This is an optimization exercise on Yosys and OpenROAD, whose aim is small area, not a production implementation.
Function was checked by simulation only, so behaviour that the tests miss may differ from the original.
Power is estimated from default activity; no workload was simulated.

==> module vga_timing, before the edit <==
module vga_timing(
	input clk, input reset,
	output [9:0] px, output reg [9:0] ln, output dv,
	output end_of_active_frame, output end_of_frame,
	output vga_blank, output vga_c_sync, output vga_h_sync, output vga_v_sync,
	output vga_data_enable
);
reg [10:0] h;
reg pr;		 
wire h_last  = h[10] & h[9] & (&h[5:0]);
wire ln_last = ln[9] & ln[3] & ln[2];
always @(posedge clk) begin
	if (reset)
		h <= 11'd1561;
	else
		h <= h_last ? 11'd0 : h + 11'd1;
	if (reset | h_last)
		ln <= reset ? 10'd524 : ln_last ? 10'd0 : ln + 10'd1;
	pr <= reset | (pr & h[0]);
end
assign px = h[10:1];
assign dv = ~h[0];
assign end_of_frame        = ln_last & (h[10:1] == 10'd799);
assign end_of_active_frame = (ln == 10'd479) & (h[10:1] == 10'd639);
wire hs = h >= 11'd1313 && h <= 11'd1504;
wire vs = (h == 11'd0) ? (ln >= 10'd491 && ln <= 10'd492) : (ln >= 10'd490 && ln <= 10'd491);
wire den = (ln < 10'd480) & (h >= 11'd1) & (h <= 11'd1280);
assign vga_h_sync = ~hs;
assign vga_v_sync = ~vs;
assign vga_c_sync = ~(hs ^ vs);
assign vga_data_enable = den;
assign vga_blank = den | pr;
endmodule
==> flow/config.mk <==
export PLATFORM = sky130hd
export DESIGN_NAME = game_vga
export DESIGN_NICKNAME = game_vga
export VERILOG_FILES = /design/flow/design.v
export SDC_FILE = /design/flow/constraint.sdc
export NUM_CORES = 4
export LEC_CHECK = 0
export CAP_MARGIN = 0
export CORE_MARGIN = 2
export CORE_UTILIZATION = 70
export GPL_TIMING_DRIVEN = 0
export SLEW_MARGIN = 0
==> flow/constraint.sdc <==
create_clock -name core_clock -period 10.0 [get_ports {clk}]
set_input_delay 2.0000 -clock core_clock [delete_from_list [all_inputs] [get_ports {clk}]]
set_output_delay 2.0000 -clock core_clock [all_outputs]
set_load 0.01 [all_outputs]
standard.sh (not shown) runs the stock make flow with config.mk's settings and CLKGATE_MAP_FILE= SYNTH_SCRIPT=/design/flow/synth_recipe.tcl, a recipe that flattens the netlist after the stock synthesis.
==> flow/flow/run.sh <==
#!/bin/bash
# The standard layout (standard.sh) with these changes:
#  - synthesis is the standard flow's script, but ABC maps the logic with an
#    area-oriented script (flow/area.abc) instead of ORFS's speed script;
#    registers are mapped before ABC, so they are the standard ones;
#  - the buffers synthesis leaves are removed at floorplan, and global
#    placement is not timing-driven (the 10 ns clock has ample slack);
#  - every port still gets a buffer, but the smallest buffer cell;
#  - clock tree synthesis clusters up to 28 flip-flops per leaf buffer,
#    uses small buffers above the leaves, and adds no dummy loads.
# The make output goes to standard.log here; each ORFS step keeps its own
# full log under orfs/logs.
set -euo pipefail
W=$PWD
export AREA_ABC_SCRIPT=$W/flow/area.abc
export FLOW_SYNTH_TCL=$W/synth_recipe.tcl
export REMOVE_ABC_BUFFERS=1
export BUFFER_PORTS_ARGS="-buffer_cell sky130_fd_sc_hd__buf_1"
export CTS_ARGS="-sink_clustering_enable -repair_clock_nets -sink_clustering_size 28 -sink_clustering_max_diameter 95 -buf_list sky130_fd_sc_hd__clkbuf_16 -root_buf sky130_fd_sc_hd__clkbuf_4 -tree_buf sky130_fd_sc_hd__clkbuf_4 -sink_clustering_buffer sky130_fd_sc_hd__clkbuf_16 -dont_use_dummy_load"
sed "s#SYNTH_SCRIPT=[^ ]*#SYNTH_SCRIPT=$W/flow/synth_area.tcl#" standard.sh > std_area.sh
grep -q "SYNTH_SCRIPT=$W/flow/synth_area.tcl" std_area.sh
bash std_area.sh finish > standard.log 2>&1
==> flow/flow/area.abc <==
strash
&get -n
&deepsyn -J 50
&dch -f
&nf -R 1000
&put
topo
stime -c
==> flow/flow/synth_area.tcl <==
# The standard flow's synthesis script, with ABC's technology mapping run on an
# area-oriented script (flow/area.abc) in place of ORFS's speed script.
# Registers are mapped before ABC runs, so they are the same as the standard flow's.
proc abc {args} {
  set i [lsearch -exact $args -script]
  if { $i >= 0 } { lset args [expr {$i + 1}] $::env(AREA_ABC_SCRIPT) }
  yosys abc {*}$args
}
source $::env(FLOW_SYNTH_TCL)
Change:
--- a/flow/design.v
+++ b/flow/design.v
@@ -108,4 +108,10 @@
 wire h_last  = h[10] & h[9] & (&h[5:0]);
 wire ln_last = ln[9] & ln[3] & ln[2];
+reg [9:0] lt;		 
+integer i;
+always @* begin
+	lt[0] = h_last;
+	for (i = 1; i < 10; i = i + 1) lt[i] = lt[i-1] & ln[i-1];
+end
 always @(posedge clk) begin
 	if (reset)
@@ -113,6 +119,8 @@
 	else
 		h <= h_last ? 11'd0 : h + 11'd1;
-	if (reset | h_last)
-		ln <= reset ? 10'd524 : ln_last ? 10'd0 : ln + 10'd1;
+	if (reset)
+		ln <= 10'd524;
+	else
+		ln <= (ln ^ lt) & ~{10{h_last & ln_last}};
 	pr <= reset | (pr & h[0]);
 end
After rerunning:
- The changed run produced a clean layout
- clock power goes up by about 5%
- sequential share of layout area goes down by 0.21 points
- power goes down by 8.6%
- final cell count barely changes
- register-to-register slack is worse by 0.49 ns
- design area goes down by about 1.1%
- utilization goes down by 0.25 points
- sequential power goes down by about 6%
- setup slack is worse by 0.49 ns
- clock skew goes up by 0.049 ns
- wire length goes down by about 0.6%
- area after synthesis goes down by 0.96%
- first-iteration DRC count goes down by 11%
- fmax goes down by 7.7%

==> what the ideal ports hide <==
How much do the figures lean on ideal ports? The routed layouts below were timed once more, with nothing changed but the port constraints.
Step 1 assumes that a clkbuf_16 drives the clock port and a buf_2 every other input.
Step 2 times the ports against the registers' clock, not the clock port: input delays grow and output delays shrink by t, the midpoint of the rising clock arrivals with the driver on.
a / b / c = ideal ports / drivers / drivers and shift; a / b = the first two.
| run | shift t [ns] | setup slack, ns | worst setup path after step 2 | worst data-port slew with drivers (ns) |
|---|---|---|---|---|
| the first run | 0.636 | 4.122 / 4.122 / 4.122 | register to register | 0.04 |
| the second run | 0.641 | 3.629 / 3.629 / 3.629 | register to register | 0.04 |
After both steps every run listed still meets setup and hold.
